Source: an optimization exercise on an open RTL-to-GDS flow (aim: small area and a short achievable clock period). Production flows keep margins and buffers that such runs may drop.
Only simulation tests tie the RTL to the original design; equivalence was not proved.
Power figures rest on the tool's default switching activity, not on a simulated workload.

==> design.v <==
module ALU (
  input [3:0] ALUCtrl,  
  input sub,            
  input [31:0] in1,
  input [31:0] in2,
  output reg [31:0] ALUout,
  output [31:0] ADDERout,
  output reg branch
);
  function [31:0] flip32;
    input [31:0] x;
    integer k;
    for (k = 0; k < 32; k = k + 1) flip32[k] = x[31-k];
  endfunction
  wire [2:0] f = ALUCtrl[2:0];
  wire esp_fun = ALUCtrl[3];
  wire [4:0] shamt = in2[4:0];
  wire [31:0] shift_in = f[2] ? in1 : flip32(in1);
  wire [31:0] shift_out = $signed({esp_fun & in1[31], shift_in}) >>> shamt;
  wire [32:0] sum = {1'b0, in1} + {1'b0, in2 ^ {32{sub}}} + {32'b0, sub};
  assign ADDERout = sum[31:0];
  wire LTU = ~sum[32];
  wire LT  = (in1[31] ^ in2[31]) ? in1[31] : LTU;
  wire EQ  = (in1 == in2);
  always @(*)
    case (f)
      3'd0: ALUout = sum[31:0];
      3'd1: ALUout = flip32(shift_out);
      3'd2: ALUout = {31'b0, LT};
      3'd3: ALUout = {31'b0, LTU};
      3'd4: ALUout = in1 ^ in2;
      3'd5: ALUout = shift_out;
      3'd6: ALUout = in1 | in2;
      default: ALUout = in1 & in2;
    endcase
  always @(*)
    case (f)
      3'd0: branch = EQ;
      3'd1: branch = ~EQ;
      3'd4: branch = LT;
      3'd5: branch = ~LT;
      3'd6: branch = LTU;
      3'd7: branch = ~LTU;
      default: branch = 1'b0;
    endcase
endmodule
module registros (
  input clk,
  input rst,
  input wr_ena,
  input [4:0] readReg1,
  input [4:0] readReg2,
  output [31:0] reg1,
  output [31:0] reg2,
  input [4:0] wr_reg,
  input [31:0] wr_data
);
  wire [31:0] R [1:31];
  wire [30:0] sel1, sel2;
  wire [31:0] wd_r = rst ? 32'b0 : wr_data;
  genvar g, b;
  generate for (g = 1; g < 32; g = g + 1) begin : rf
    reg [31:0] q;
    always @(posedge clk)
      if (rst || (wr_ena && wr_reg == g)) q <= wd_r;
    assign R[g] = q;
    assign sel1[g-1] = (readReg1 == g);
    assign sel2[g-1] = (readReg2 == g);
  end endgenerate
  wire [31:0] m1, m2;
  generate for (b = 0; b < 32; b = b + 1) begin : rd
    wire [30:0] col;
    for (g = 1; g < 32; g = g + 1) begin : c
      assign col[g-1] = R[g][b];
    end
    rf_rdbit p1 (.d(col), .s(sel1), .o(m1[b]));
    rf_rdbit p2 (.d(col), .s(sel2), .o(m2[b]));
  end endgenerate
  wire byp1 = wr_ena && (wr_reg == readReg1);
  wire byp2 = wr_ena && (wr_reg == readReg2);
  assign reg1 = byp1 ? wr_data : m1;
  assign reg2 = byp2 ? wr_data : m2;
endmodule
module rf_rdbit (
  input [30:0] d,
  input [30:0] s,
  output o
);
  assign o = |(d & s);
endmodule
module StoretoMEM ( 
  input [1:0] addr_LSB,  
  input [31:0] data,  
  input memWrite,  
  input [1:0] data_width,  
  output [31:0] wr_datatoMem,
  output [3:0] mask_data
); 
  wire [3:0] mask;
  assign mask_data = {4{memWrite}} & mask; 
  wire [1:0] LSB = data_width[1]? 2'b0 : addr_LSB;  
  assign  wr_datatoMem[ 7: 0] = data[7:0];
  assign  wr_datatoMem[15: 8] = LSB[0] ? data[7:0]  : data[15: 8];
  assign  wr_datatoMem[23:16] = LSB[1] ? data[7:0]  : data[23:16];
  assign  wr_datatoMem[31:24] = LSB[0] ? data[7:0]  :
                                LSB[1] ? data[15:8] : data[31:24];
  assign mask = (data_width[1])? 4'b1111   
              : (data_width[0])?
                  (addr_LSB[1]? 4'b1100 : 4'b0011)
              :   (addr_LSB[1]? (addr_LSB[0] ? 4'b1000 : 4'b0100) 
                              : (addr_LSB[0] ? 4'b0010 : 4'b0001));
endmodule
module LoadfromMEM( 
  input [1:0] addr_LSB,  
  input [31:0] data_mem,  
  input [1:0] data_width,  
  input sin_signo,  
  output [31:0] data_readed  
); 
  wire  [7:0] data_byte;
  wire [15:0] data_half;
  assign data_half = addr_LSB[1] ? data_mem[31:16] : data_mem[15:0];
  assign data_byte = addr_LSB[0] ? data_half[15:8] : data_half[7:0]; 
  wire signo_byte,signo_half;
  assign signo_byte = (sin_signo) ? 0 :  data_byte[7];
  assign signo_half = (sin_signo) ? 0 : data_half[15];
  assign data_readed = (data_width[1])? data_mem
                     : (data_width[0])? {{16{signo_half}},data_half}
                     : {{24{signo_byte}},data_byte};
endmodule
`default_nettype none
module CoreLeon (
  input rst,
  input clk,
  output error,
  output end_prog,
  input  InstrWait,
  output InstrValid,
  output InstrStall,
  output [31:0] InstrAddr,
  input  [31:0] InstrData,
  input  [31:0] mem_in,
  output [31:0] mem_out,
  output [31:0] mem_address,
  output [ 3:0] mem_mask,
  output        mem_read,
  output        mem_write,
  output        memStall,
  input         memWait,
  input [15:0]  dbg_address,
  input [31:0]  dbg_indata,
  output [31:0] dbg_outdata,
  input dbg_rd,
  input dbg_wr,
  input dbg_isvalid,
  output dbg_ready,
  input  dbg_haltreq,
  input  dbg_resumereq,
  output dbg_halted
);
  localparam [31:0] INIT_ADDRESS = 32'h0000_0000;
  localparam I_NOP = 32'h0000_0013;
  reg [63:0] cycle, instret;
  wire [31:0] dcsr;
  wire Stall_F, Stall_D, Stall_E, Stall_M, Stall_W;
  wire Flush_D, Flush_E, Flush_M;
  reg [31:0] pc;
  reg [31:0] FD_pc;
  reg FD_nop;
  assign InstrAddr  = pc;
  assign InstrValid = ~(D_Jump | DE_Jump);
  assign InstrStall = Stall_D;
  wire [31:0] F_pcMas4 = pc + 32'd4;
  always @(posedge clk) begin
    if (rst) begin
      pc     <= INIT_ADDRESS;
      FD_nop <= 1'b1;
    end else begin
      if (!Stall_F)
        pc <= E_JumpOrBranch ? E_JumpAddr : F_pcMas4;
      if (!Stall_D) begin
        FD_pc  <= pc;
        FD_nop <= Flush_D;
      end
    end
  end
  wire [31:0] FD_instr = FD_nop ? I_NOP : InstrData;
  wire [6:0] D_opcode = FD_instr[6:0];
  wire [4:0] D_rd     = FD_instr[11:7];
  wire [2:0] D_funct3 = FD_instr[14:12];
  wire [4:0] D_rs1    = FD_instr[19:15];
  wire [4:0] D_rs2    = FD_instr[24:20];
  wire [6:0] D_funct7 = FD_instr[31:25];
  wire D_funct3ZERO = (D_funct3 == 3'b0);
  wire D_isLOAD   = (D_opcode[6:2] == 5'b00_000);
  wire D_isALUimm = (D_opcode[6:2] == 5'b00_100);
  wire D_isSTORE  = (D_opcode[6:2] == 5'b01_000);
  wire D_isALUreg = (D_opcode[6:2] == 5'b01_100);
  wire D_isAUIPC  = {D_opcode[5],D_opcode[2]} == 2'b0_1;
  wire D_isLUI    = {D_opcode[5:4],D_opcode[2]} == 3'b11_1;
  wire D_isBRANCH = {D_opcode[6],D_opcode[4],D_opcode[2]} == 3'b1_0_0;
  wire D_isJALR   = {D_opcode[6], D_opcode[3:2]} == 3'b1_01;
  wire D_isJAL    =  D_opcode[3];
  wire D_isEBREAK = D_opcode[6] & D_opcode[4] & D_funct3ZERO & FD_instr[20];
  wire D_isCSR    = D_opcode[6] & D_opcode[4] & ~D_funct3ZERO;
  wire D_ALUFun  = D_opcode[4] | D_opcode[6];
  wire D_Jump    = D_opcode[2] & D_opcode[6];
  wire D_isUpper = D_opcode[2] & D_opcode[4];
  wire [31:0] D_Iimm = {{21{FD_instr[31]}}, FD_instr[30:20]};
  wire [31:0] D_Simm = {{21{FD_instr[31]}}, FD_instr[30:25], FD_instr[11:7]};
  wire [31:0] D_Bimm = {{20{FD_instr[31]}}, FD_instr[7], FD_instr[30:25], FD_instr[11:8], 1'b0};
  wire [31:0] D_Jimm = {{12{FD_instr[31]}}, FD_instr[19:12], FD_instr[20], FD_instr[30:21], 1'b0};
  wire [31:0] D_Uimm = {FD_instr[31:12], 12'b0};
  reg [31:0] D_imm;
  always @(*) begin
    if      (D_isUpper)  D_imm = D_Uimm;
    else if (D_isBRANCH) D_imm = D_Bimm;
    else if (D_isSTORE)  D_imm = D_Simm;
    else if (D_isJAL)    D_imm = D_Jimm;
    else                 D_imm = D_Iimm;
  end
  wire D_rdNoZero = |D_rd;
  reg D_RegWrite, D_ALUSrc2, D_funQual, D_error, D_rs1Read, D_rs2Read;
  always @(*) begin
    D_error = (D_opcode[1:0] != 2'b11) | (
               (D_opcode[6]  & ~D_opcode[5]) |
               (D_opcode[3]  & ~D_opcode[2]) |
               ((D_opcode[4] ~^ D_opcode[6]) & D_opcode[2]) |
               (D_opcode[4]  &  D_opcode[3]));
    D_rs1Read  = 1'b1;
    D_rs2Read  = 1'b0;
    D_RegWrite = D_rdNoZero;
    D_ALUSrc2  = 1'b0;
    D_funQual  = 1'b0;
    if (D_isLOAD) begin
      D_ALUSrc2 = 1'b1;
    end else if (D_isALUimm) begin
      D_ALUSrc2 = 1'b1;
      D_funQual = (D_funct3[1:0] == 2'b01) ? D_funct7[5] : 1'b0;
    end else if (D_isAUIPC) begin
      D_rs1Read = 1'b0;
    end else if (D_isSTORE) begin
      D_ALUSrc2  = 1'b1;
      D_RegWrite = 1'b0;
      D_rs2Read  = 1'b1;
    end else if (D_isALUreg) begin
      D_funQual = D_funct7[5];
      D_rs2Read = 1'b1;
    end else if (D_isLUI) begin
      D_rs1Read = 1'b0;
    end else if (D_isBRANCH) begin
      D_RegWrite = 1'b0;
      D_rs2Read  = 1'b1;
    end else if (D_isJALR) begin
      D_ALUSrc2 = 1'b1;
    end else if (D_isJAL) begin
      D_rs1Read = 1'b0;
      D_ALUSrc2 = 1'b1;
    end else if (D_isEBREAK) begin
      D_RegWrite = 1'b0;
      D_rs2Read  = 1'b1;
    end else if (D_isCSR) begin
      D_rs2Read = 1'b1;
    end
  end
  wire [2:0] D_fun = D_ALUFun ? D_funct3 : 3'b0;
  wire D_sub = D_isBRANCH |
               (~D_isJALR & ((D_fun == 3'd2) | (D_fun == 3'd3) | ((D_fun == 3'd0) & D_funQual)));
  wire [4:0] D_selrs1 = dbg_sel_REG ? dbg_address[4:0] : D_rs1;
  wire [31:0] D_rs1Data, D_rs2Data, Wb_rdData;
  wire [4:0] Wb_rd;
  wire Wb_RegWrite;
  registros reg32(
    .clk(clk), .rst(rst),
    .wr_ena(Wb_RegWrite),
    .readReg1(D_selrs1), .readReg2(D_rs2),
    .reg1(D_rs1Data), .reg2(D_rs2Data),
    .wr_reg(Wb_rd), .wr_data(Wb_rdData));
  wire D_rs1_eq_DE_rd = (D_rs1 == DE_rd);
  wire D_rs2_eq_DE_rd = (D_rs2 == DE_rd);
  wire D_E_M_fwd_rs1 = DE_RegWrite && D_rs1_eq_DE_rd;
  wire D_E_M_fwd_rs2 = DE_RegWrite && D_rs2_eq_DE_rd;
  wire D_E_W_fwd_rs1 = EM_RegWrite && (D_rs1 == EM_rd);
  wire D_E_W_fwd_rs2 = EM_RegWrite && (D_rs2 == EM_rd);
  wire [31:0] D_target = FD_pc + D_imm;
  reg [31:0] DE_rs1Data, DE_rs2Data, DE_imm, DE_target;
  reg [4:0] DE_rd;
  reg [2:0] DE_funct3, DE_fun;
  reg DE_nop, DE_MemWrite, DE_RegWrite, DE_MemRead,
      DE_ALUSrc2, DE_isJALR, DE_Jump, DE_isBRANCH, DE_isEBREAK,
      DE_isCSR, DE_error, DE_LUI, DE_AUIPC, DE_funQual, DE_sub,
      DE_M_fwd_rs1, DE_M_fwd_rs2, DE_W_fwd_rs1, DE_W_fwd_rs2;
  wire DE_kill = Flush_E | FD_nop;
  always @(posedge clk) begin
    if (rst) begin
      DE_nop      <= 1'b1;
      DE_MemWrite <= 1'b0;
      DE_MemRead  <= 1'b0;
      DE_RegWrite <= 1'b0;
      DE_isJALR   <= 1'b0;
      DE_Jump     <= 1'b0;
      DE_isBRANCH <= 1'b0;
      DE_isCSR    <= 1'b0;
      DE_isEBREAK <= 1'b0;
      DE_error    <= 1'b0;
      DE_AUIPC    <= 1'b0;
      DE_LUI      <= 1'b0;
    end else if (!Stall_E) begin
      DE_rs1Data <= D_rs1Data;
      DE_rs2Data <= D_rs2Data;
      DE_imm     <= D_imm;
      DE_target  <= D_target;
      DE_rd      <= D_rd;
      DE_funct3  <= D_funct3;
      DE_fun     <= D_fun;
      DE_funQual <= D_funQual;
      DE_sub     <= D_sub;
      DE_ALUSrc2 <= D_ALUSrc2;
      DE_M_fwd_rs1 <= D_E_M_fwd_rs1;
      DE_M_fwd_rs2 <= D_E_M_fwd_rs2;
      DE_W_fwd_rs1 <= D_E_W_fwd_rs1;
      DE_W_fwd_rs2 <= D_E_W_fwd_rs2;
      DE_nop      <= DE_kill;
      DE_MemWrite <= ~DE_kill & D_isSTORE;
      DE_MemRead  <= ~DE_kill & D_isLOAD;
      DE_RegWrite <= ~DE_kill & D_RegWrite;
      DE_isJALR   <= ~DE_kill & D_isJALR;
      DE_Jump     <= ~DE_kill & D_Jump;
      DE_isBRANCH <= ~DE_kill & D_isBRANCH;
      DE_isCSR    <= ~DE_kill & D_isCSR;
      DE_isEBREAK <= ~DE_kill & D_isEBREAK;
      DE_error    <= ~DE_kill & D_error;
      DE_AUIPC    <= ~DE_kill & D_isAUIPC;
      DE_LUI      <= ~DE_kill & D_isLUI;
    end
  end
  wire [31:0] E_rs1Data = DE_M_fwd_rs1 ? EM_resultado :
                          DE_W_fwd_rs1 ? Wb_rdData    : DE_rs1Data;
  wire [31:0] E_rs2Data = DE_M_fwd_rs2 ? EM_resultado :
                          DE_W_fwd_rs2 ? Wb_rdData    : DE_rs2Data;
  wire [31:0] E_ALUin2 = DE_ALUSrc2 ? DE_imm : E_rs2Data;
  wire [31:0] E_ADDERout, E_ALUout;
  wire E_TakeBranch;
  ALU alu(
    .ALUCtrl({DE_funQual, DE_fun}),
    .sub(DE_sub),
    .in1(E_rs1Data),
    .in2(E_ALUin2),
    .ALUout(E_ALUout),
    .ADDERout(E_ADDERout),
    .branch(E_TakeBranch));
  wire [31:0] E_JumpAddr = DE_isJALR ? E_ADDERout : DE_target;
  wire E_JumpOrBranch = DE_Jump | (DE_isBRANCH & E_TakeBranch);
  assign end_prog = DE_isEBREAK;
  assign error = DE_error;
  reg [31:0] EM_resultado, EM_rs2Data;
  reg [11:0] EM_csr;
  reg [4:0]  EM_rd;
  reg [2:0]  EM_funct3;
  reg EM_nop, EM_MemRead, EM_MemWrite, EM_RegWrite, EM_isCSR;
  wire EM_kill = Flush_M | DE_nop;
  always @(posedge clk) begin
    if (rst) begin
      EM_nop      <= 1'b1;
      EM_MemRead  <= 1'b0;
      EM_MemWrite <= 1'b0;
      EM_isCSR    <= 1'b0;
      EM_RegWrite <= 1'b0;
    end else if (!Stall_M) begin
      EM_resultado <= DE_Jump  ? FD_pc     :
                      DE_AUIPC ? DE_target :
                      DE_LUI   ? DE_imm    :
                                 E_ALUout;
      EM_rs2Data  <= E_rs2Data;
      EM_csr      <= DE_imm[11:0];
      EM_rd       <= DE_rd;
      EM_funct3   <= DE_funct3;
      EM_nop      <= EM_kill;
      EM_MemRead  <= ~EM_kill & DE_MemRead;
      EM_MemWrite <= ~EM_kill & DE_MemWrite;
      EM_isCSR    <= ~EM_kill & DE_isCSR;
      EM_RegWrite <= ~EM_kill & DE_RegWrite;
    end
  end
  wire [11:0] M_csr = dbg_sel_PIPCSR ? dbg_address[11:0] : EM_csr;
  wire M_Ucsr   = (M_csr[11:8] == 4'hC);
  wire M_Dbgcsr = (M_csr[11:5] == 7'b0111101);
  wire M_lo01   = (M_csr[3:1] == 3'b000);
  wire M_lo2    = (M_csr[3:0] == 4'd2);
  wire M_selcycle    = M_Ucsr & ~M_csr[7] & M_lo01;
  wire M_selcycleh   = M_Ucsr &  M_csr[7] & M_lo01;
  wire M_selinstret  = M_Ucsr & ~M_csr[7] & M_lo2;
  wire M_selinstreth = M_Ucsr &  M_csr[7] & M_lo2;
  wire M_seldcsr     = M_Dbgcsr & M_csr[4] & (M_csr[3:0] == 4'd0);
  wire [31:0] M_CSRData = (M_selcycle    ? cycle[31:0]    : 32'b0) |
                          (M_selinstret  ? instret[31:0]  : 32'b0) |
                          (M_selcycleh   ? cycle[63:32]   : 32'b0) |
                          (M_selinstreth ? instret[63:32] : 32'b0) |
                          (M_seldcsr     ? dcsr           : 32'b0);
  wire [31:0] M_address = EM_resultado;
  StoretoMEM store (
    .addr_LSB(M_address[1:0]),
    .memWrite(EM_MemWrite),
    .data_width(EM_funct3[1:0]),
    .data(EM_rs2Data),
    .wr_datatoMem(mem_out),
    .mask_data(mem_mask));
  assign mem_address = {M_address[31:2], 2'b00};
  assign mem_read    = EM_MemRead;
  assign mem_write   = EM_MemWrite;
  assign memStall    = Stall_W;
  reg [31:0] MW_resultado;
  reg [ 4:0] MW_rd;
  reg [ 2:0] MW_funct3;
  reg [ 1:0] MW_address_LSB;
  reg MW_nop, MW_MemRead, MW_RegWrite;
  always @(posedge clk) begin
    if (rst) begin
      MW_nop      <= 1'b1;
      MW_MemRead  <= 1'b0;
      MW_RegWrite <= 1'b0;
    end else if (!Stall_W) begin
      MW_address_LSB <= M_address[1:0];
      MW_resultado   <= EM_isCSR ? M_CSRData : EM_resultado;
      MW_funct3      <= EM_funct3;
      MW_rd          <= EM_rd;
      MW_nop         <= EM_nop;
      MW_MemRead     <= ~EM_nop & EM_MemRead;
      MW_RegWrite    <= ~EM_nop & EM_RegWrite;
    end
  end
  wire [31:0] Wb_MemoryData;
  LoadfromMEM load (
    .addr_LSB(MW_address_LSB),
    .data_width(MW_funct3[1:0]),
    .sin_signo(MW_funct3[2]),
    .data_mem(mem_in),
    .data_readed(Wb_MemoryData));
  assign Wb_RegWrite = MW_RegWrite;
  assign Wb_rd = MW_rd;
  assign Wb_rdData = MW_MemRead ? Wb_MemoryData : MW_resultado;
  wire rs1Hazard  = D_rs1Read & D_rs1_eq_DE_rd;
  wire rs2Hazard  = D_rs2Read & D_rs2_eq_DE_rd;
  wire loadHazard = (DE_MemRead | DE_isCSR) & (rs1Hazard | rs2Hazard);
  wire Stall_CPU = InstrWait | memWait | dbg_mode;
  wire err_ebreak = (DE_isEBREAK & ~dbg_byOneStep) | DE_error;
  assign Flush_D = E_JumpOrBranch;
  assign Flush_E = E_JumpOrBranch | loadHazard;
  assign Flush_M = err_ebreak;
  assign Stall_F = Stall_CPU | err_ebreak | loadHazard;
  assign Stall_D = Stall_F;
  assign Stall_E = Stall_CPU | err_ebreak;
  assign Stall_M = Stall_CPU;
  assign Stall_W = Stall_CPU;
  always @(posedge clk) begin
    if (rst) begin
      cycle   <= 64'b0;
      instret <= 64'b0;
    end else begin
      if (~dbg_mode)
        cycle <= cycle + 64'd1;
      if (~(MW_nop | Stall_CPU))
        instret <= instret + 64'd1;
    end
  end
  assign dcsr = {4'b1111, 12'b0, dbg_ebreakm, 3'b0, 1'b0, 2'b11, dbg_cause, 3'b0, dbg_step, 2'b11};
  reg dbg_mode, dbg_resumeack;
  reg dbg_step, dbg_ebreakm;
  reg [2:0] dbg_cause;
  reg dbg_isvalid_q;
  wire dbg_byEbreak     = D_isEBREAK & dbg_ebreakm;
  wire dbg_byOneStep    = dbg_resumeack & dbg_step;
  wire dbg_Actdbgmode   = (dbg_haltreq | dbg_byEbreak | dbg_byOneStep) & ~(InstrWait | memWait);
  wire dbg_deActdbgmode = dbg_resumereq & dbg_mode;
  always @(posedge clk) begin
    if (rst) begin
      dbg_mode <= 1'b0;
      dbg_resumeack <= 1'b0;
    end else begin
      dbg_resumeack <= dbg_deActdbgmode;
      if (dbg_deActdbgmode)    dbg_mode <= 1'b0;
      else if (dbg_Actdbgmode) dbg_mode <= 1'b1;
    end
  end
  always @(posedge clk)
    dbg_isvalid_q <= dbg_isvalid & dbg_mode;
  wire dbg_hi0 = (dbg_address[15:13] == 3'b000);
  wire dbg_sel_CSR = dbg_isvalid_q & dbg_hi0 & ~dbg_address[12];
  wire dbg_sel_REG = dbg_isvalid_q & dbg_hi0 &  dbg_address[12];
  wire dbg_sel_PIP = dbg_isvalid_q & (dbg_address[15:12] == 4'hC);
  wire dbg_sel_PIPCSR = dbg_sel_CSR | dbg_sel_PIP;
  wire wr_dcsr = dbg_wr & dbg_isvalid_q & ~dbg_sel_PIP & M_seldcsr;
  assign dbg_outdata = dbg_hi0 ? (dbg_address[12] ? D_rs1Data : M_CSRData) : 32'h0;
  assign dbg_ready   = dbg_isvalid_q;
  assign dbg_halted  = dbg_mode;
  always @(posedge clk) begin
    if (rst) begin
      dbg_step <= 1'b0; dbg_ebreakm <= 1'b1; dbg_cause <= 3'd0;
    end else begin
      if (wr_dcsr) begin
        dbg_step    <= dbg_indata[2];
        dbg_ebreakm <= dbg_indata[15];
      end
      if (dbg_haltreq)        dbg_cause <= 3'd3;
      else if (dbg_byEbreak)  dbg_cause <= 3'd1;
      else if (dbg_byOneStep) dbg_cause <= 3'd4;
    end
  end
endmodule
`default_nettype wire
==> run.sh <==
#!/bin/bash
# synth_recipe.tcl (not shown) runs the flow's synth.tcl, then flattens the netlist and writes it again
# the make line also repeats each setting of config.mk as NAME=value (left out here)
make -C /OpenROAD-flow-scripts/flow DESIGN_CONFIG=/design/flow/config.mk WORK_HOME=/design/flow/orfs CLKGATE_MAP_FILE= SYNTH_SCRIPT=/design/flow/synth_recipe.tcl finish
==> config.mk <==
export PLATFORM = sky130hd
export DESIGN_NAME = CoreLeon
export DESIGN_NICKNAME = CoreLeon
export VERILOG_FILES = /design/flow/design.v
export SDC_FILE = /design/flow/constraint.sdc
export NUM_CORES = 4
export LEC_CHECK = 0
export CAP_MARGIN = 20
export CORE_MARGIN = 2
export CORE_UTILIZATION = 40
export SETUP_SLACK_MARGIN = 0.5
export SLEW_MARGIN = 20
export SYNTH_HIERARCHICAL = 1
==> constraint.sdc <==
create_clock -name core_clock -period 13.0 [get_ports {clk}]
set_input_delay 2.6000 -clock core_clock [delete_from_list [all_inputs] [get_ports {clk}]]
set_output_delay 2.6000 -clock core_clock [all_outputs]
set_load 0.01 [all_outputs]
==> results.sh, run 1 <==
export IMPL_cts_resized=0
export IMPL_maxSlewHeadroom=0.1369
export IMPL_vias_per_cell=6.565
export IMPL_post_cts_setup_buffers=0
export IMPL_syn_inst=6395
export IMPL_final_max_slew_viol_count=0
export IMPL_coreArea_um2=189600
export IMPL_dp_slack_ps=1547
export IMPL_worst_slack_ps=1427
export IMPL_cts_hold_buffers=0
export IMPL_route_detailed_drc=0
export IMPL_cts_clk_slew_worst_paths_ps=60
export IMPL_path_buf_inv=4
export IMPL_seq_area_um2=42710
export IMPL_nets=6953
export IMPL_outcome="timing/DRC/antenna clean"
export IMPL_synth_main_ff_cell="edfxtp_1"
export IMPL_crit_path_start_kind="primary input"
export IMPL_area_growth_pct=15.12
export IMPL_yosysSeqAreaShare=0.5608
export IMPL_final_cell_mix="edfxtp_1 (1296), a22oi_1 (784), nand2_1 (467)"
export IMPL_clkLatencyLatePin_ps=850
export IMPL_port_buffers=228
export IMPL_holdCritPathClass="reg -> reg"
export IMPL_layout_commonest_cell="edfxtp_1"
export IMPL_cts_max_level=4
export IMPL_num_rows=160
export IMPL_cts_sinks=1485
export IMPL_irDropWorstVdd_mv=0.1495
export IMPL_dr_pass1_iters=9
export IMPL_rsz0062_at_grt="false"
export IMPL_path_cells="clkdlybuf4s50_1, nor3_1, buf_4, and3_1, nand2_1, o21ai_1, nand2_1, nor3_4, buf_4, a22oi_1, nand3_1, or4_1, mux2_4, nor2_1, a211oi_1, clkdlybuf4s50_1"
export IMPL_initial_core_util=0.4017
export IMPL_crit_family="simple AND/OR/NAND/NOR gates"
export IMPL_dp_cells=9048
export IMPL_wl_um=305900
export IMPL_hpwl_um=208400
export IMPL_largest_reg_flops=992
export IMPL_n_fill_cell=17050
export IMPL_grt_start_max_net_pins=92
export IMPL_synth_avg_cell_area_um2=11.91
export IMPL_skew_ps=66.11
export IMPL_finalSetupTns_ps=0
export IMPL_cts_buffer_depth=3
export IMPL_cts_buffers=158
export IMPL_layout_min_cycle_time_ps=11570
export IMPL_cts_root_buf="clkbuf_16"
export IMPL_grt_pass1_wl_um=424400
export IMPL_multi_input_area_um2=31930
export IMPL_reg_top3="reg32.rf.q (992), cycle (64), instret (64)"
export IMPL_crit_required_ps=10400
export IMPL_grt_overflow=0
export IMPL_die_height_um=440.3
export IMPL_synth_area_um2=76150
export IMPL_end_kind="output port"
export IMPL_cp_slowest_cell="nor3_4"
export IMPL_power_leakage_nw=30.86
export IMPL_drive_gt1_frac=0.1262
export IMPL_power_density_nw_per_um2=127.3
export IMPL_fin_cells=9358
export IMPL_slowest_delay_ps=940
export IMPL_routedWlPerCell_um=32.69
export IMPL_io_pins=262
export IMPL_criticalPathCategory="in -> out"
export IMPL_fmax_ghz=0.08641
export IMPL_tightest_slew_ps=1286
export IMPL_synth_warnings=9
export IMPL_grt_pass1_vias=56240
export IMPL_vias=61430
export IMPL_final_setup_viol_count=0
export IMPL_die_w_um=440.3
export IMPL_timing_hold_ws_ps=422.6
export IMPL_grt_use_total=0.3053
export IMPL_synthArstFlopShare=0
export IMPL_synth_seq_cells=1485
export IMPL_cts_tree="done"
export IMPL_antenna_found_initial=29
export IMPL_cp_max_fo=19
export IMPL_ys_types=111
export IMPL_drt_iter0_drc=10180
export IMPL_die_area_um2=193900
export IMPL_gp_congestion=1.028
export IMPL_drv_cap=0
export IMPL_cp_arrival_ps=8970
export IMPL_postRouteAntennaNets=0
export IMPL_regMostFlops="reg32.rf.q"
export IMPL_period_share=0.8902
export IMPL_hold_viol_final=0
export IMPL_fin_util=0.4624
export IMPL_synth_edf_count=1296
## logic make-up after synthesis
family	share of synthesized area
AOI/OAI and AO/OA	0.1880
and+or+nand+nor	0.1171
DFF	0.5608
buffers and inverters	0.02908
muxes	0.05790
xor gates and xnor gates	0.02506
adders and majority gates	0.02205
other	0.00004925
## worst register-to-register path: stages, from the launching register on
cell       delay [ps]
edfxtp_1          700
or2b_1            440
a211oi_1           90
a2111oi_1         500
mux2i_1           360
nand2_1           160
o21ai_0            90
o21ai_1          1000
mux2_2            780
xor2_1            230
fa_1              480
a21o_1            200
nand4_1           130
a21oi_1           190
o2111ai_1         530
a31oi_1           220
o2111ai_1         450
mux2i_1           250
a221o_1           340
a21o_1            760
buf_4             390
nor3_1             80
o21ai_0           180
a21oi_1            80
## cell type report
cell class	count	share of cell area
sequential	1485	0.4872
multi-input combinational	4444	0.3643
clock buffer	192	0.04726
timing repair buffer	452	0.04579
tap	2511	0.03584
clock inverter	99	0.01237
inverter	158	0.006794
antenna	17	0.0004853
## per-stage QoR
step / area (um^2) / power [mW]
floorplan: 76150 / 6.143
global placement: 82270 / 6.611
detailed placement: 82300 / 6.630
CTS: 87530 / 11.15
global route: 87630 / 11.42
finish: 87660 / 11.16
## final timing paths
| kind | startpoint | to | slack [ps] | depth (start not counted) |
|---|---|---|---|---|
| hold / removal | EM_funct3[2] | MW_funct3[2] | 420 | 0 |
| hold reg to reg | EM_funct3[2] | MW_funct3[2] | 420 | 0 |
| setup reg to reg | MW_address_LSB[1] | pc[10] | 4160 | 23 |
| setup / recovery | dbg_address[14] | dbg_outdata[23] | 1430 | 16 |
## power breakdown
group	total (mW)	internal [mW]	switching, mW	leakage, nW
clock network	4.59	2.54	2.05	2.50
logic	1.04	0.316	0.725	13.9
registers	5.53	5.41	0.119	14.5
total	11.2	8.27	2.89	30.9
## cells in the mapped netlist, types with 29 or more instances
cell         n  area [um^2]
nand2_1    467         1753
and3_1      53        331.6
dfxtp_1    189         3784
mux2i_1    144         1441
a21oi_1    228         1141
clkbuf_1   169        634.4
o21ai_1     34        170.2
a221oi_2    65        975.9
inv_1      150        563.0
a22o_1      88        770.7
edfxtp_1  1296        38920
nor2_1     451         1693
nor2b_1     68        425.4
a222oi_1    70        700.7
xor2_1     137         1200
a31oi_1     37        231.5
a21o_1      52        390.4
nand2b_1    41        256.5
mux2_2      85        957.2
mux2_1      44        495.5
o21ai_0    296         1481
a211oi_1    53        397.9
nand4_1    170         1064
nor3_1      66        330.3
buf_4       57        427.9
mux4_2      39        878.3
and2_1      39        244.0
mux2_4      33        495.5
or3_1       29        181.4
a22oi_1    784         5886
ha_1       131         1639
or4_1       66        495.5
nand3_1    203         1016
xnor2_1     79        691.9
buf_2       35        175.2
## modules after synthesis, one instance, submodules excluded
module | copies in the design | cell area [um^2] | flip-flops and latches | cells inside
ALU | 1 | 7207 | 0 | 985
CoreLeon | 1 | 25790 | 493 | 2648
LoadfromMEM | 1 | 852.1 | 0 | 141
StoretoMEM | 1 | 504.2 | 0 | 69
registros | 1 | 31940 | 992 | 1272
rf_rdbit | 64 | 153.9 | 0 | 20
## metal layers
| metal | track usage | share of wire | vias to the layer above |
|---|---|---|---|
| met4 | 0.1666 | 0.062 | 22 |
| met3 | 0.07387 | 0.12 | 660 |
| met5 | 0 | 0.00046 | - |
| li1 | - | - | 26080 |
| met1 | 0.4100 | 0.38 | 30550 |
| met2 | 0.4535 | 0.43 | 4116 |
==> run 2: changes to the inputs <==
--- a/design.v
+++ b/design.v
@@ -282,8 +282,10 @@
   wire D_E_M_fwd_rs2 = DE_RegWrite && D_rs2_eq_DE_rd;
   wire D_E_W_fwd_rs1 = EM_RegWrite && (D_rs1 == EM_rd);
   wire D_E_W_fwd_rs2 = EM_RegWrite && (D_rs2 == EM_rd);
-  wire [31:0] D_target = FD_pc + D_imm;
-  reg [31:0] DE_rs1Data, DE_rs2Data, DE_imm, DE_target;
+  wire [31:0] D_target = (D_isLUI ? 32'b0 : FD_pc) + D_imm;
+  wire [11:0] D_imm12 = D_imm[11:0];
+  reg [31:0] DE_rs1Data, DE_rs2Data, DE_target;
+  reg [11:0] DE_imm;
   reg [4:0] DE_rd;
   reg [2:0] DE_funct3, DE_fun;
   reg DE_nop, DE_MemWrite, DE_RegWrite, DE_MemRead,
@@ -308,7 +310,7 @@
     end else if (!Stall_E) begin
       DE_rs1Data <= D_rs1Data;
       DE_rs2Data <= D_rs2Data;
-      DE_imm     <= D_imm;
+      DE_imm     <= D_imm12;
       DE_target  <= D_target;
       DE_rd      <= D_rd;
       DE_funct3  <= D_funct3;
@@ -338,7 +340,7 @@
                           DE_W_fwd_rs1 ? Wb_rdData    : DE_rs1Data;
   wire [31:0] E_rs2Data = DE_M_fwd_rs2 ? EM_resultado :
                           DE_W_fwd_rs2 ? Wb_rdData    : DE_rs2Data;
-  wire [31:0] E_ALUin2 = DE_ALUSrc2 ? DE_imm : E_rs2Data;
+  wire [31:0] E_ALUin2 = DE_ALUSrc2 ? {{20{DE_imm[11]}}, DE_imm} : E_rs2Data;
   wire [31:0] E_ADDERout, E_ALUout;
   wire E_TakeBranch;
   ALU alu(
@@ -354,7 +356,7 @@
   assign end_prog = DE_isEBREAK;
   assign error = DE_error;
   reg [31:0] EM_resultado, EM_rs2Data;
-  reg [11:0] EM_csr;
+  reg [4:0] EM_csrsel;
   reg [4:0]  EM_rd;
   reg [2:0]  EM_funct3;
   reg EM_nop, EM_MemRead, EM_MemWrite, EM_RegWrite, EM_isCSR;
@@ -368,11 +370,10 @@
       EM_RegWrite <= 1'b0;
     end else if (!Stall_M) begin
       EM_resultado <= DE_Jump  ? FD_pc     :
-                      DE_AUIPC ? DE_target :
-                      DE_LUI   ? DE_imm    :
+                      (DE_AUIPC | DE_LUI) ? DE_target :
                                  E_ALUout;
       EM_rs2Data  <= E_rs2Data;
-      EM_csr      <= DE_imm[11:0];
+      EM_csrsel   <= csr_dec(DE_imm);
       EM_rd       <= DE_rd;
       EM_funct3   <= DE_funct3;
       EM_nop      <= EM_kill;
@@ -382,16 +383,23 @@
       EM_RegWrite <= ~EM_kill & DE_RegWrite;
     end
   end
-  wire [11:0] M_csr = dbg_sel_PIPCSR ? dbg_address[11:0] : EM_csr;
-  wire M_Ucsr   = (M_csr[11:8] == 4'hC);
-  wire M_Dbgcsr = (M_csr[11:5] == 7'b0111101);
-  wire M_lo01   = (M_csr[3:1] == 3'b000);
-  wire M_lo2    = (M_csr[3:0] == 4'd2);
-  wire M_selcycle    = M_Ucsr & ~M_csr[7] & M_lo01;
-  wire M_selcycleh   = M_Ucsr &  M_csr[7] & M_lo01;
-  wire M_selinstret  = M_Ucsr & ~M_csr[7] & M_lo2;
-  wire M_selinstreth = M_Ucsr &  M_csr[7] & M_lo2;
-  wire M_seldcsr     = M_Dbgcsr & M_csr[4] & (M_csr[3:0] == 4'd0);
+  function [4:0] csr_dec;
+    input [11:0] a;
+    reg u, lo01, lo2;
+    begin
+      u    = (a[11:8] == 4'hC);
+      lo01 = (a[3:1] == 3'b000);
+      lo2  = (a[3:0] == 4'd2);
+      csr_dec = {(a[11:5] == 7'b0111101) & a[4] & (a[3:0] == 4'd0),
+                 u & a[7] & lo2, u & a[7] & lo01, u & ~a[7] & lo2, u & ~a[7] & lo01};
+    end
+  endfunction
+  wire [4:0] M_sel = dbg_sel_PIPCSR ? csr_dec(dbg_address[11:0]) : EM_csrsel;
+  wire M_selcycle    = M_sel[0];
+  wire M_selinstret  = M_sel[1];
+  wire M_selcycleh   = M_sel[2];
+  wire M_selinstreth = M_sel[3];
+  wire M_seldcsr     = M_sel[4];
   wire [31:0] M_CSRData = (M_selcycle    ? cycle[31:0]    : 32'b0) |
                           (M_selinstret  ? instret[31:0]  : 32'b0) |
                           (M_selcycleh   ? cycle[63:32]   : 32'b0) |
--- a/config.mk
+++ b/config.mk
@@ -8,6 +8,6 @@
 export CAP_MARGIN = 20
 export CORE_MARGIN = 2
 export CORE_UTILIZATION = 40
-export SETUP_SLACK_MARGIN = 0.5
+export SETUP_SLACK_MARGIN = 5
 export SLEW_MARGIN = 20
 export SYNTH_HIERARCHICAL = 1
==> results.sh, run 2 <==
export IMPL_outcome="timing/DRC/antenna clean"
export IMPL_largest_reg_flops=992
export IMPL_fin_util=0.4853
export IMPL_area_growth_pct=20.26
export IMPL_synth_edf_count=1269
export IMPL_cts_sinks=1458
export IMPL_clkLatencyLatePin_ps=830
export IMPL_hpwl_um=216600
export IMPL_grt_use_total=0.3282
export IMPL_layout_min_cycle_time_ps=9385
export IMPL_syn_inst=6370
export IMPL_wl_um=328300
export IMPL_use_met3=0.09583
export IMPL_hold_viol_final=0
export IMPL_grtUsageMet1=0.4271
export IMPL_grt_start_max_net_pins=81
export IMPL_synthArstFlopShare=0
export IMPL_port_buffers=228
export IMPL_yosys_top_cells_count="edfxtp_1 (1269), a22oi_1 (801), nand2_1 (487)"
export IMPL_routedWlPerCell_um=34.66
export IMPL_end_kind="output port"
export IMPL_gp_congestion=1.018
export IMPL_layout_commonest_cell="edfxtp_1"
export IMPL_grt_busiest_layer="met2"
export IMPL_cts_hold_buffers=0
export IMPL_reg2reg_to="EM_resultado[22]"
export IMPL_cts_max_level=4
export IMPL_num_rows=158
export IMPL_nets=7089
export IMPL_cts_tree="done"
export IMPL_hold_end="EM_funct3[0]"
export IMPL_io_pins=262
export IMPL_die_w_um=437.0
export IMPL_placed_area_um2=81200
export IMPL_period_share=0.7219
export IMPL_fin_area_um2=90180
export IMPL_route_detailed_drc=0
export IMPL_final_cell_mix="edfxtp_1 (1269), a22oi_1 (746), nand2_1 (455)"
export IMPL_tightest_slew_ps=1202
export IMPL_finalSetupTns_ps=0
export IMPL_final_max_slew_viol_count=0
export IMPL_rsz0062_at_grt="true"
export IMPL_postRouteAntennaNets=0
export IMPL_grt_pass1_wl_um=445200
export IMPL_crit_path_start_kind="primary input"
export IMPL_cts_buffer_depth=3
export IMPL_power_leakage_nw=32.03
export IMPL_vias_per_cell=6.619
export IMPL_die_area_um2=190900
export IMPL_holdCritPathClass="reg -> reg"
export IMPL_vias=62690
export IMPL_dr_pass1_iters=10
export IMPL_ff2ff_path_depth=19
export IMPL_coreArea_um2=185800
export IMPL_regMostFlops="reg32.rf.q"
export IMPL_crit_required_ps=10400
export IMPL_synth_seq_cells=1458
export IMPL_skew_ps=36.53
export IMPL_maxSlewHeadroom=0.1873
export IMPL_reg_top3="reg32.rf.q (992), cycle (64), instret (64)"
export IMPL_die_height_um=437.0
export IMPL_antenna_found_initial=43
export IMPL_synth_most_common_cell="edfxtp_1"
export IMPL_drt_iter0_drc=10250
export IMPL_irDropWorstVdd_mv=0.1206
export IMPL_timing_rr_start="MW_address_LSB[1]"
export IMPL_drv_cap=0
export IMPL_final_setup_viol_count=0
export IMPL_min_from="DE_funct3[0]"
export IMPL_reg2reg_setup_slack_ps=6190
export IMPL_fmax_ghz=0.1066
export IMPL_synth_area_um2=74990
export IMPL_synth_warnings=9
export IMPL_synth_area_top_cells="edfxtp_1 (51%), a22oi_1 (8.0%), dfxtp_1 (5.0%)"
export IMPL_criticalPathCategory="in -> out"
export IMPL_initial_core_util=0.4035
export IMPL_cp_max_fo=5
export IMPL_grt_pass1_vias=57290
export IMPL_cp_arrival_ps=6780
export IMPL_yosysSeqAreaShare=0.5586
export IMPL_synth_main_ff_cell="edfxtp_1"
export IMPL_ys_types=103
export IMPL_whs_path_depth=0
export IMPL_yosysTopAreaCell="edfxtp_1"
export IMPL_synth_top_cell_area_share=0.5082
export IMPL_cts_buffers=159
export IMPL_synth_avg_cell_area_um2=11.77
export IMPL_grt_overflow=0
export IMPL_drive_gt1_frac=0.1855
export IMPL_grt_use_met2=0.4797
export IMPL_power_density_nw_per_um2=123.7
export IMPL_cts_root_buf="clkbuf_16"
export IMPL_cts_clk_slew_worst_paths_ps=60
## run 2: changes by cell type after synthesis, sizes merged, moves of 19 or more
cell	previous run	this run
a21o	52	71
clkbuf	171	192
edfxtp	1296	1269
mux2	162	120
nand2	468	488
nor2	451	401
o21a	10	35
o21ai	331	351
## run 2: metrics by stage
| stage | cells | hold WS (ps) | power, mW | worst slack, ps |
|---|---|---|---|---|
| 2_1_floorplan | 6371 | 400.3 | 6.088 | 4767 |
| 3_3_place_gp | 8981 | 405.1 | 6.623 | 2019 |
| 3_5_place_dp | 8982 | 406.5 | 6.639 | 1980 |
| 4_1_cts | 9390 | 421.7 | 11.08 | 3691 |
| 5_1_grt | 9454 | 439.6 | 11.39 | 3679 |
| 6_report | 9471 | 419.1 | 11.16 | 3615 |
## run 2: cell families after synthesis
logic type | Yosys count | share of synthesized area
multiplexers | 302 | 0.05156
adder cells (fa/ha/maj) | 133 | 0.02239
other | 1 | 0.00005001
buffers and inverters | 480 | 0.03010
AO/OA/AOI/OAI | 2018 | 0.1950
AND/OR/NAND/NOR | 1761 | 0.1168
XOR/XNOR | 217 | 0.02545
flip-flops | 1458 | 0.5586
## run 2: timing repair
action | CTS | global route
resized for setup | 494 | 158
setup endpoints to repair | 101 | 88
buffers inserted | 95 | 51
endpoints found under the hold margin | 0 | 0
gates cloned | 18 | 8
pin swaps | 108 | 123
## run 2: modules after synthesis, one instance, submodules excluded
module	copies in the design	cells	flops+latches	cell area, um^2
StoretoMEM	1	69	0	504.2
ALU	1	985	0	7207
CoreLeon	1	2623	466	24630
LoadfromMEM	1	141	0	852.1
registros	1	1272	992	31940
rf_rdbit	64	20	0	153.9
## run 2: cell type report
type	count	area [um^2]
fillers	16440	95650
flip-flops and latches	1458	41900
multi-input cells	4443	33440
repair buffers	606	6001
clock buffers	209	4329
well taps	2480	3103
clock inverters	86	716.9
inverters	167	634.4
diodes	22	55.05
## run 2: worst max path at each step
| stage | from | end | slack [ps] | cells past startpoint |
|---|---|---|---|---|
| after global placement | dbg_address[14] | dbg_outdata[9] | 2020 | 15 |
| after CTS | dbg_address[13] | dbg_outdata[9] | 3690 | 17 |
| after floorplan | memWait | FD_pc[0] | 4770 | 5 |
| after detailed placement | dbg_address[14] | dbg_outdata[9] | 1980 | 15 |
| after global routing | dbg_address[14] | dbg_outdata[20] | 3680 | 19 |
| final | dbg_address[14] | dbg_outdata[31] | 3620 | 20 |
## run 2: per-layer routing
layer  up-vias  share of wire  routed length, um
li1      26330              -                  -
met1     31090           0.37             122300
met2      4398           0.43             139900
met3       846           0.13              42010
met4        28          0.073              23810
met5         -        0.00094                308
## run 2: where the power goes
group          switching (mW)  internal (mW)  leakage (nW)
clock                    1.96           2.49          2.47
sequential              0.123           5.32          14.2
combinational           0.873          0.392          15.3
## run 2: worst max-delay path, cell delays in order
cell and delay [ps]:
buf_8 100, or3_4 390, buf_12 140, nor2_4 120
buf_12 130, buf_16 120, mux2_4 340, nand3b_1 200
nor2_4 110, clkbuf_16 180, buf_12 130, buf_12 130
buf_4 130, a22oi_2 110, nand4_1 490, or4_4 640
mux2_4 330, nor2_2 100, a211oi_2 60, buf_2 190
==> run 3: changes to the inputs <==
--- a/design.v
+++ b/design.v
@@ -49,6 +49,8 @@
   input rst,
   input wr_ena,
   input [4:0] readReg1,
+  input [4:0] dbgReg,
+  input useDbg,
   input [4:0] readReg2,
   output [31:0] reg1,
   output [31:0] reg2,
@@ -56,34 +58,33 @@
   input [31:0] wr_data
 );
   wire [31:0] R [1:31];
-  wire [30:0] sel1, sel2;
+  wire [31:0] sel1, sel2;
   wire [31:0] wd_r = rst ? 32'b0 : wr_data;
+  assign sel1[0] = wr_ena & (useDbg ? (wr_reg == dbgReg) : (wr_reg == readReg1));
+  assign sel2[0] = wr_ena & (wr_reg == readReg2);
   genvar g, b;
   generate for (g = 1; g < 32; g = g + 1) begin : rf
     reg [31:0] q;
+    wire wr = wr_ena && wr_reg == g;
     always @(posedge clk)
-      if (rst || (wr_ena && wr_reg == g)) q <= wd_r;
+      if (rst || wr) q <= wd_r;
     assign R[g] = q;
-    assign sel1[g-1] = (readReg1 == g);
-    assign sel2[g-1] = (readReg2 == g);
+    assign sel1[g] = (useDbg ? (dbgReg == g) : (readReg1 == g)) & ~wr;
+    assign sel2[g] = (readReg2 == g) & ~wr;
   end endgenerate
-  wire [31:0] m1, m2;
   generate for (b = 0; b < 32; b = b + 1) begin : rd
-    wire [30:0] col;
+    wire [31:0] col;
+    assign col[0] = wr_data[b];
     for (g = 1; g < 32; g = g + 1) begin : c
-      assign col[g-1] = R[g][b];
+      assign col[g] = R[g][b];
     end
-    rf_rdbit p1 (.d(col), .s(sel1), .o(m1[b]));
-    rf_rdbit p2 (.d(col), .s(sel2), .o(m2[b]));
+    rf_rdbit p1 (.d(col), .s(sel1), .o(reg1[b]));
+    rf_rdbit p2 (.d(col), .s(sel2), .o(reg2[b]));
   end endgenerate
-  wire byp1 = wr_ena && (wr_reg == readReg1);
-  wire byp2 = wr_ena && (wr_reg == readReg2);
-  assign reg1 = byp1 ? wr_data : m1;
-  assign reg2 = byp2 ? wr_data : m2;
 endmodule
 module rf_rdbit (
-  input [30:0] d,
-  input [30:0] s,
+  input [31:0] d,
+  input [31:0] s,
   output o
 );
   assign o = |(d & s);
@@ -266,14 +267,14 @@
   wire [2:0] D_fun = D_ALUFun ? D_funct3 : 3'b0;
   wire D_sub = D_isBRANCH |
                (~D_isJALR & ((D_fun == 3'd2) | (D_fun == 3'd3) | ((D_fun == 3'd0) & D_funQual)));
-  wire [4:0] D_selrs1 = dbg_sel_REG ? dbg_address[4:0] : D_rs1;
   wire [31:0] D_rs1Data, D_rs2Data, Wb_rdData;
   wire [4:0] Wb_rd;
   wire Wb_RegWrite;
   registros reg32(
     .clk(clk), .rst(rst),
     .wr_ena(Wb_RegWrite),
-    .readReg1(D_selrs1), .readReg2(D_rs2),
+    .readReg1(D_rs1), .dbgReg(dbg_address[4:0]), .useDbg(dbg_sel_REG),
+    .readReg2(D_rs2),
     .reg1(D_rs1Data), .reg2(D_rs2Data),
     .wr_reg(Wb_rd), .wr_data(Wb_rdData));
   wire D_rs1_eq_DE_rd = (D_rs1 == DE_rd);
@@ -498,7 +499,8 @@
   wire dbg_sel_PIP = dbg_isvalid_q & (dbg_address[15:12] == 4'hC);
   wire dbg_sel_PIPCSR = dbg_sel_CSR | dbg_sel_PIP;
   wire wr_dcsr = dbg_wr & dbg_isvalid_q & ~dbg_sel_PIP & M_seldcsr;
-  assign dbg_outdata = dbg_hi0 ? (dbg_address[12] ? D_rs1Data : M_CSRData) : 32'h0;
+  assign dbg_outdata = ({32{dbg_hi0 & dbg_address[12]}} & D_rs1Data) |
+                       ({32{dbg_hi0 & ~dbg_address[12]}} & M_CSRData);
   assign dbg_ready   = dbg_isvalid_q;
   assign dbg_halted  = dbg_mode;
   always @(posedge clk) begin
==> results.sh, run 3 <==
export IMPL_die_height_um=435.4
export IMPL_area_growth_pct=20.21
export IMPL_route_detailed_drc=0
export IMPL_skew_ps=55.84
export IMPL_grt_pass1_wl_um=427000
export IMPL_pwr_share_clk=0.415
export IMPL_ff2ff_path_depth=21
export IMPL_p_int_mw=8.275
export IMPL_crit_family="simple AND/OR/NAND/NOR gates"
export IMPL_power_leakage_nw=31.12
export IMPL_cts_sinks=1458
export IMPL_power_density_nw_per_um2=124.4
export IMPL_timing_hold_ws_ps=419.5
export IMPL_drt_iter0_drc=9175
export IMPL_ys_types=118
export IMPL_power_frac_comb=0.096
export IMPL_tightest_slew_ps=1181
export IMPL_layout_min_cycle_time_ps=8774
export IMPL_fin_util=0.4831
export IMPL_cts_tree="done"
export IMPL_synth_area_top_cells="edfxtp_1 (51%), a22oi_1 (10%), dfxtp_1 (5.1%)"
export IMPL_cp_max_fo=6
export IMPL_final_max_slew_viol_count=0
export IMPL_dp_slack_ps=1977
export IMPL_gp_congestion=1.087
export IMPL_rsz0062_at_grt="true"
export IMPL_criticalPathCategory="in -> out"
export IMPL_synth_avg_cell_area_um2=11.72
export IMPL_hold_viol_final=0
export IMPL_reg2reg_setup_slack_ps=5870
export IMPL_regMostFlops="reg32.rf.q"
export IMPL_power_switching_mw=2.859
export IMPL_placed_area_um2=80430
export IMPL_port_buffers=228
export IMPL_cts_clk_slew_worst_paths_ps=60
export IMPL_use_met3=0.06053
export IMPL_drive_gt1_frac=0.1702
export IMPL_clkLatencyLatePin_ps=850
export IMPL_grt_pass1_vias=56800
export IMPL_grt_start_max_net_pins=128
export IMPL_synth_warnings=9
export IMPL_total_power_mw=11.13
export IMPL_die_w_um=435.4
export IMPL_final_setup_viol_count=0
export IMPL_end_kind="output port"
export IMPL_final_cell_mix="edfxtp_1 (1269), a22oi_1 (921), nand2_1 (471)"
export IMPL_die_area_um2=189600
export IMPL_initial_core_util=0.4019
export IMPL_cts_buffer_depth=3
export IMPL_synth_top_cell_area_share=0.5119
export IMPL_synth_area_um2=74440
export IMPL_multi_input_area_um2=32700
export IMPL_synth_main_ff_cell="edfxtp_1"
export IMPL_finalSetupTns_ps=0
export IMPL_dp_cells=8949
export IMPL_postRouteAntennaNets=0
export IMPL_n_fill_cell=16430
export IMPL_outcome="timing/DRC/antenna clean"
export IMPL_grtUsageMet1=0.3967
export IMPL_cts_max_level=4
export IMPL_period_share=0.6749
export IMPL_cts_buffers=160
export IMPL_slowest_delay_ps=660
export IMPL_wl_um=309200
export IMPL_grt_busiest_layer="met2"
export IMPL_yosys_top_cells_count="edfxtp_1 (1269), a22oi_1 (1005), nand2_1 (479)"
export IMPL_reg2reg_to="EM_resultado[23]"
export IMPL_io_pins=262
export IMPL_vias_per_cell=6.592
export IMPL_cp_slowest_cell="or4_4"
export IMPL_grt_overflow=0
export IMPL_synthArstFlopShare=0
export IMPL_path_buf_inv=8
export IMPL_maxSlewHeadroom=0.2128
export IMPL_crit_top_cell="buf_12"
export IMPL_yosysTopAreaCell="edfxtp_1"
export IMPL_fmax_ghz=0.1140
export IMPL_reg_top3="reg32.rf.q (992), cycle (64), instret (64)"
export IMPL_path_cells="buf_8, nor4b_4, clkbuf_16, and2_4, nand2b_4, and2_4, buf_12, buf_12, nor4_4, clkbuf_16, buf_12, buf_8, a22oi_2, nand4_1, or4_4, a22o_4, buf_6"
export IMPL_timing_rr_start="MW_address_LSB[1]"
export IMPL_worst_slack_ps=4226
export IMPL_crit_required_ps=10400
export IMPL_synth_edf_count=1269
export IMPL_hold_end="EM_funct3[0]"
export IMPL_irDropWorstVdd_mv=0.1366
export IMPL_seq_area_um2=41900
export IMPL_cp_depth=17
export IMPL_whs_path_depth=0
export IMPL_antenna_found_initial=23
export IMPL_crit_path_start_kind="primary input"
export IMPL_routedWlPerCell_um=32.92
export IMPL_fin_cells=9390
export IMPL_synth_seq_cells=1458
export IMPL_switching_share=0.2568
export IMPL_nets=7023
export IMPL_yosysSeqAreaShare=0.5627
export IMPL_hpwl_um=205400
export IMPL_synth_most_common_cell="edfxtp_1"
export IMPL_drv_cap=0
export IMPL_grt_use_met2=0.4929
export IMPL_dr_pass1_iters=12
export IMPL_vias=61900
export IMPL_seq_power_share=0.489
export IMPL_layout_commonest_cell="edfxtp_1"
export IMPL_syn_inst=6353
export IMPL_largest_reg_flops=992
export IMPL_grt_use_total=0.3130
export IMPL_num_rows=158
export IMPL_cts_root_buf="clkbuf_16"
export IMPL_fin_area_um2=89480
export IMPL_coreArea_um2=185200
export IMPL_holdCritPathClass="reg -> reg"
export IMPL_cp_arrival_ps=6170
export IMPL_crit_start="dbg_address[14]"
export IMPL_min_from="DE_funct3[0]"
run 3: timing repair:
item                                    4_1_cts  5_1_grt
cloned                                       24        3
pin swaps                                   133       87
endpoints found under the setup margin      104       94
gates resized for setup                     552      134
setup buffers                                69       41
hold buffers                                  0        0
run 3: how the worst max path moves through the flow:
stage	end	slack, ps
after floorplan	FD_pc[0]	4380
after detailed placement	dbg_outdata[31]	1980
after CTS	dbg_outdata[31]	4400
final	dbg_outdata[22]	4230
after global placement	dbg_outdata[31]	2040
after global routing	dbg_outdata[22]	4230
run 3: cells by family (layout without fill, tap and decap cells):
| family | Yosys count | in the layout | synth area share |
|---|---|---|---|
| other | 1 | 15 | 0.00005038 |
| adders and majority gates | 133 | 133 | 0.02256 |
| DFF | 1458 | 1458 | 0.5627 |
| muxes | 247 | 247 | 0.04217 |
| buffers and inverters | 467 | 1007 | 0.02846 |
| xor gates and xnor gates | 216 | 216 | 0.02541 |
| AOI/OAI and AO/OA | 2017 | 2018 | 0.1932 |
| and+or+nand+nor | 1814 | 1816 | 0.1255 |
run 3: worst register-to-register path, stage by stage (launching register included):
cell	delay [ps]
edfxtp_1	730
or4b_1	810
nor2_1	140
a2111oi_1	70
mux2i_1	480
nand2_1	110
o21ai_0	230
o21ai_0	140
buf_4	240
mux2_4	440
xor2_1	200
ha_1	250
a2111o_1	380
a31oi_1	210
o211ai_1	220
and2_1	340
a211oi_2	450
xnor2_1	230
a221oi_1	130
nor2_1	180
mux2i_1	120
o21ai_0	690
run 3: final cells by class:
cell class                 count  area share
clock buffer                 198     0.04737
tap                         2480     0.03468
multi-input combinational   4432      0.3654
sequential                  1458      0.4682
antenna                       13   0.0003636
inverter                     173    0.007551
clock inverter                92     0.01176
timing repair buffer         544     0.06466
run 3: power by group through the flow:
stage	combinational [mW]	clock [mW]	sequential, mW
after global routing	1.10	4.85	5.46
after floorplan	0.529	0	5.49
after detailed placement	0.946	0	5.53
after global placement	0.940	0	5.52
after CTS	1.01	4.65	5.44
final	1.07	4.62	5.44
run 3: per-layer routing:
layer | share of wire | wire [um] | vias up
met5 | 0.000071 | 22 | -
met4 | 0.075 | 23290 | 4
met3 | 0.096 | 29730 | 838
met2 | 0.46 | 141900 | 4021
met1 | 0.37 | 114200 | 30840
li1 | - | - | 26200
run 3: per-module statistics from Yosys (local to each module, per instance):
module	flops+latches	times used	cell area, um^2
StoretoMEM	0	1	504.2
registros	992	1	31290
LoadfromMEM	0	1	852.1
rf_rdbit	0	64	157.7
ALU	0	1	7207
CoreLeon	466	1	24500
==> run 4: changes to the inputs <==
--- a/design.v
+++ b/design.v
@@ -58,10 +58,10 @@
   input [31:0] wr_data
 );
   wire [31:0] R [1:31];
-  wire [31:0] sel1, sel2;
+  wire [31:0] sel1;
+  wire [31:1] sel2;
   wire [31:0] wd_r = rst ? 32'b0 : wr_data;
   assign sel1[0] = wr_ena & (useDbg ? (wr_reg == dbgReg) : (wr_reg == readReg1));
-  assign sel2[0] = wr_ena & (wr_reg == readReg2);
   genvar g, b;
   generate for (g = 1; g < 32; g = g + 1) begin : rf
     reg [31:0] q;
@@ -70,7 +70,7 @@
       if (rst || wr) q <= wd_r;
     assign R[g] = q;
     assign sel1[g] = (useDbg ? (dbgReg == g) : (readReg1 == g)) & ~wr;
-    assign sel2[g] = (readReg2 == g) & ~wr;
+    assign sel2[g] = (readReg2 == g);
   end endgenerate
   generate for (b = 0; b < 32; b = b + 1) begin : rd
     wire [31:0] col;
@@ -79,7 +79,7 @@
       assign col[g] = R[g][b];
     end
     rf_rdbit p1 (.d(col), .s(sel1), .o(reg1[b]));
-    rf_rdbit p2 (.d(col), .s(sel2), .o(reg2[b]));
+    rf_rdbit2 p2 (.d(col[31:1]), .s(sel2), .o(reg2[b]));
   end endgenerate
 endmodule
 module rf_rdbit (
@@ -89,6 +89,13 @@
 );
   assign o = |(d & s);
 endmodule
+module rf_rdbit2 (
+  input [31:1] d,
+  input [31:1] s,
+  output o
+);
+  assign o = |(d & s);
+endmodule
 module StoretoMEM ( 
   input [1:0] addr_LSB,  
   input [31:0] data,  
@@ -267,15 +274,15 @@
   wire [2:0] D_fun = D_ALUFun ? D_funct3 : 3'b0;
   wire D_sub = D_isBRANCH |
                (~D_isJALR & ((D_fun == 3'd2) | (D_fun == 3'd3) | ((D_fun == 3'd0) & D_funQual)));
-  wire [31:0] D_rs1Data, D_rs2Data, Wb_rdData;
+  wire [31:0] D_rs1Data, E_rfrs2, Wb_rdData;
   wire [4:0] Wb_rd;
   wire Wb_RegWrite;
   registros reg32(
     .clk(clk), .rst(rst),
     .wr_ena(Wb_RegWrite),
     .readReg1(D_rs1), .dbgReg(dbg_address[4:0]), .useDbg(dbg_sel_REG),
-    .readReg2(D_rs2),
-    .reg1(D_rs1Data), .reg2(D_rs2Data),
+    .readReg2(DE_rs2),
+    .reg1(D_rs1Data), .reg2(E_rfrs2),
     .wr_reg(Wb_rd), .wr_data(Wb_rdData));
   wire D_rs1_eq_DE_rd = (D_rs1 == DE_rd);
   wire D_rs2_eq_DE_rd = (D_rs2 == DE_rd);
@@ -285,7 +292,8 @@
   wire D_E_W_fwd_rs2 = EM_RegWrite && (D_rs2 == EM_rd);
   wire [31:0] D_target = (D_isLUI ? 32'b0 : FD_pc) + D_imm;
   wire [11:0] D_imm12 = D_imm[11:0];
-  reg [31:0] DE_rs1Data, DE_rs2Data, DE_target;
+  reg [31:0] DE_rs1Data, DE_target;
+  reg [4:0] DE_rs2;
   reg [11:0] DE_imm;
   reg [4:0] DE_rd;
   reg [2:0] DE_funct3, DE_fun;
@@ -310,7 +318,7 @@
       DE_LUI      <= 1'b0;
     end else if (!Stall_E) begin
       DE_rs1Data <= D_rs1Data;
-      DE_rs2Data <= D_rs2Data;
+      DE_rs2     <= D_rs2;
       DE_imm     <= D_imm12;
       DE_target  <= D_target;
       DE_rd      <= D_rd;
@@ -340,7 +348,7 @@
   wire [31:0] E_rs1Data = DE_M_fwd_rs1 ? EM_resultado :
                           DE_W_fwd_rs1 ? Wb_rdData    : DE_rs1Data;
   wire [31:0] E_rs2Data = DE_M_fwd_rs2 ? EM_resultado :
-                          DE_W_fwd_rs2 ? Wb_rdData    : DE_rs2Data;
+                          DE_W_fwd_rs2 ? Wb_rdData    : E_rfrs2;
   wire [31:0] E_ALUin2 = DE_ALUSrc2 ? {{20{DE_imm[11]}}, DE_imm} : E_rs2Data;
   wire [31:0] E_ADDERout, E_ALUout;
   wire E_TakeBranch;
--- a/config.mk
+++ b/config.mk
@@ -7,7 +7,9 @@
 export LEC_CHECK = 0
 export CAP_MARGIN = 20
 export CORE_MARGIN = 2
-export CORE_UTILIZATION = 40
+export CORE_UTILIZATION = 55
+export CTS_BUF_LIST = sky130_fd_sc_hd__clkbuf_8
+export CTS_CLUSTER_SIZE = 30
 export SETUP_SLACK_MARGIN = 5
 export SLEW_MARGIN = 20
 export SYNTH_HIERARCHICAL = 1
==> results.sh, run 4 <==
export IMPL_outcome="timing/DRC/antenna clean"
export IMPL_synthArstFlopShare=0
export IMPL_n_fill_cell=9928
export IMPL_seq_power_share=0.518
export IMPL_crit_family="buffers and inverters"
export IMPL_cts_buffer_depth=3
export IMPL_coreArea_um2=131800
export IMPL_power_frac_comb=0.114
export IMPL_crit_start="InstrData[17]"
export IMPL_worst_slack_ps=3870
export IMPL_min_from="DE_funct3[0]"
export IMPL_synth_xor_area_frac=0.02474
export IMPL_final_setup_viol_count=0
export IMPL_io_pins=262
export IMPL_cts_max_level=4
export IMPL_crit_required_ps=10400
export IMPL_fin_area_um2=87640
export IMPL_cts_buffers=225
export IMPL_slowest_delay_ps=600
export IMPL_criticalPathCategory="in -> out"
export IMPL_path_cells="clkdlybuf4s50_1, inv_2, nor2_4, buf_4, nand2_1, o21ai_2, nand2_4, buf_4, buf_4, nor3_4, clkbuf_16, a22oi_1, nand4_1, or4_4, a22o_1, buf_2"
export IMPL_synth_area_um2=73270
export IMPL_synth_top_cell_area_share=0.5090
export IMPL_grt_pass1_vias=61050
export IMPL_reg2reg_to="pc[11]"
export IMPL_cts_sinks=1431
export IMPL_synth_seq_cells=1431
export IMPL_power_density_nw_per_um2=118.3
export IMPL_hold_viol_final=0
export IMPL_fmax_ghz=0.1095
export IMPL_synth_compound_area_frac=0.1960
export IMPL_total_power_mw=10.37
export IMPL_die_area_um2=136200
export IMPL_timing_hold_ws_ps=428.0
export IMPL_synth_adder_area_share=0.02292
export IMPL_drive_gt1_frac=0.1862
export IMPL_crit_top_cell="buf_4"
export IMPL_regMostFlops="reg32.rf.q"
export IMPL_drt_iter0_drc=13440
export IMPL_power_switching_mw=2.943
export IMPL_cp_slowest_cell="nor3_4"
export IMPL_synth_simple_gate_area_frac=0.1249
export IMPL_layout_min_cycle_time_ps=9130
export IMPL_num_rows=133
export IMPL_rsz0062_at_grt="true"
export IMPL_tightest_slew_ps=1305
export IMPL_grt_use_total=0.5019
export IMPL_wl_um=357200
export IMPL_hpwl_um=215500
export IMPL_grt_overflow=0
export IMPL_cp_arrival_ps=6530
export IMPL_cts_root_buf="clkbuf_8"
export IMPL_gp_congestion=1.081
export IMPL_placed_area_um2=78850
export IMPL_reg2reg_setup_slack_ps=4850
export IMPL_crit_path_start_kind="primary input"
export IMPL_largest_reg_flops=992
export IMPL_antenna_found_initial=44
export IMPL_ff2ff_path_depth=26
export IMPL_holdCritPathClass="reg -> reg"
export IMPL_switching_share=0.2838
export IMPL_routedWlPerCell_um=40.34
export IMPL_finalSetupTns_ps=0
export IMPL_initial_core_util=0.5559
export IMPL_final_max_slew_viol_count=0
export IMPL_drv_cap=0
export IMPL_grt_pass1_wl_um=472900
export IMPL_end_kind="output port"
export IMPL_postRouteAntennaNets=0
export IMPL_period_share=0.7023
export IMPL_whs_path_depth=0
export IMPL_synth_top_family_by_area="compound AO/OA/AOI/OAI gates"
export IMPL_area_growth_pct=19.61
export IMPL_timing_rr_start="DE_rs2[2]"
export IMPL_synth_edf_count=1242
export IMPL_synth_avg_cell_area_um2=11.69
export IMPL_vias_per_cell=7.569
export IMPL_die_height_um=369.0
export IMPL_multi_input_area_um2=32280
export IMPL_clkLatencyLatePin_ps=1040
export IMPL_vias=67020
export IMPL_seq_area_um2=41080
export IMPL_dr_pass1_iters=11
export IMPL_nets=7125
export IMPL_cts_hold_buffers=0
export IMPL_p_int_mw=7.427
export IMPL_maxSlewHeadroom=0.1284
export IMPL_final_cell_mix="edfxtp_1 (1242), a22oi_1 (771), nand2_1 (495)"
export IMPL_layout_commonest_cell="edfxtp_1"
export IMPL_yosysSeqAreaShare=0.5606
export IMPL_path_buf_inv=7
export IMPL_yosys_top_cells_count="edfxtp_1 (1242), a22oi_1 (885), nand2_1 (503)"
export IMPL_power_leakage_nw=31.74
export IMPL_die_w_um=369.0
export IMPL_route_detailed_drc=0
export IMPL_cts_clk_slew_worst_paths_ps=60
export IMPL_dp_slack_ps=2475
export IMPL_skew_ps=122.7
export IMPL_synth_warnings=9
export IMPL_synth_most_common_cell="edfxtp_1"
export IMPL_cts_tree="done"
export IMPL_ys_types=111
export IMPL_hold_end="EM_funct3[0]"
export IMPL_syn_inst=6270
export IMPL_cp_max_fo=16
export IMPL_grt_start_max_net_pins=75
export IMPL_synthMuxAreaShare=0.04291
export IMPL_irDropWorstVdd_mv=0.1171
export IMPL_yosysTopAreaCell="edfxtp_1"
export IMPL_port_buffers=228
export IMPL_synth_area_top_cells="edfxtp_1 (51%), a22oi_1 (9.1%), dfxtp_1 (5.2%)"
export IMPL_synth_main_ff_cell="edfxtp_1"
export IMPL_reg_top3="reg32.rf.q (992), cycle (64), instret (64)"
export IMPL_pwr_share_clk=0.368
-- run 4: cell types whose count changed after synthesis, moves of 19 or more --
cell	delta
nor2_1	+29
edfxtp_1	-27
nand2_1	+24
a21oi_1	-24
nand4_1	-66
and3_1	+19
a22oi_1	-120
a222oi_1	+43
nand3_1	+57
a22oi_2	-32
a22o_1	+30
a221oi_2	+32
-- run 4: metal layers --
metal  up-vias  GRT usage  routed length, um
li1      26340          -                  -
met1     31880     0.5836             115200
met2      6733     0.7006             144800
met3      2027     0.2408              58870
met4        43     0.4098              37780
met5         -   0.003561                490
-- run 4: kinds of logic (layout without fill, tap and decap cells) --
| family | count (synthesis) | count (layout) |
|---|---|---|
| multiplexers | 248 | 250 |
| XOR/XNOR | 207 | 207 |
| flip-flops | 1431 | 1431 |
| other | 1 | 43 |
| adder cells (fa/ha/maj) | 133 | 133 |
| buffers and inverters | 453 | 1235 |
| AO/OA/AOI/OAI | 1983 | 1984 |
| AND/OR/NAND/NOR | 1814 | 1816 |
-- run 4: worst max path at each step --
stage / end / slack, ps / depth (start not counted)
after floorplan: dbg_outdata[0] / 4780 / 13
after global placement: dbg_outdata[17] / 2600 / 11
after detailed placement: pc[8] / 2470 / 24
after CTS: dbg_outdata[29] / 4280 / 16
after global routing: dbg_outdata[20] / 4070 / 16
final: dbg_outdata[20] / 3870 / 16
-- run 4: layout make-up --
| class | count | area share |
|---|---|---|
| Timing Repair Buffer | 657 | 0.07939 |
| Sequential cell | 1431 | 0.4688 |
| Clock buffer | 241 | 0.03785 |
| Antenna cell | 41 | 0.001171 |
| Tap cell | 1755 | 0.02506 |
| Clock inverter | 173 | 0.01238 |
| Inverter | 164 | 0.007067 |
| Multi-Input combinational cell | 4392 | 0.3683 |
-- run 4: Yosys stat by module, one instance, submodules excluded --
module	area, um^2	cells inside	times used
StoretoMEM	504.2	69	1
LoadfromMEM	852.1	141	1
rf_rdbit	157.7	21	32
CoreLeon	23630	2521	1
registros	31110	1242	1
ALU	7207	985	1
rf_rdbit2	153.9	20	32
-- run 4: power by group through the flow --
stage / registers [mW] / logic (mW) / clock network, mW
5_1_grt: 5.38 / 1.19 / 3.98
4_1_cts: 5.35 / 1.08 / 3.79
3_3_place_gp: 5.44 / 1.03 / 0
3_5_place_dp: 5.44 / 1.03 / 0
2_1_floorplan: 5.39 / 0.549 / 0
6_report: 5.37 / 1.18 / 3.82
-- run 4: repair_timing --
| item | CTS | global route |
|---|---|---|
| gates resized for setup | 495 | 138 |
| hold endpoints to repair | 0 | 0 |
| gates cloned | 25 | 11 |
| setup endpoints to repair | 97 | 76 |
| setup buffers | 96 | 60 |
| pin swaps | 125 | 127 |
-- run 4: per-stage QoR --
step,cells,utilization
after floorplan,6271,-
after global placement,8204,0.5981
after detailed placement,8206,0.5983
after CTS,8741,0.6540
after global routing,8824,0.6644
final,8854,0.6650
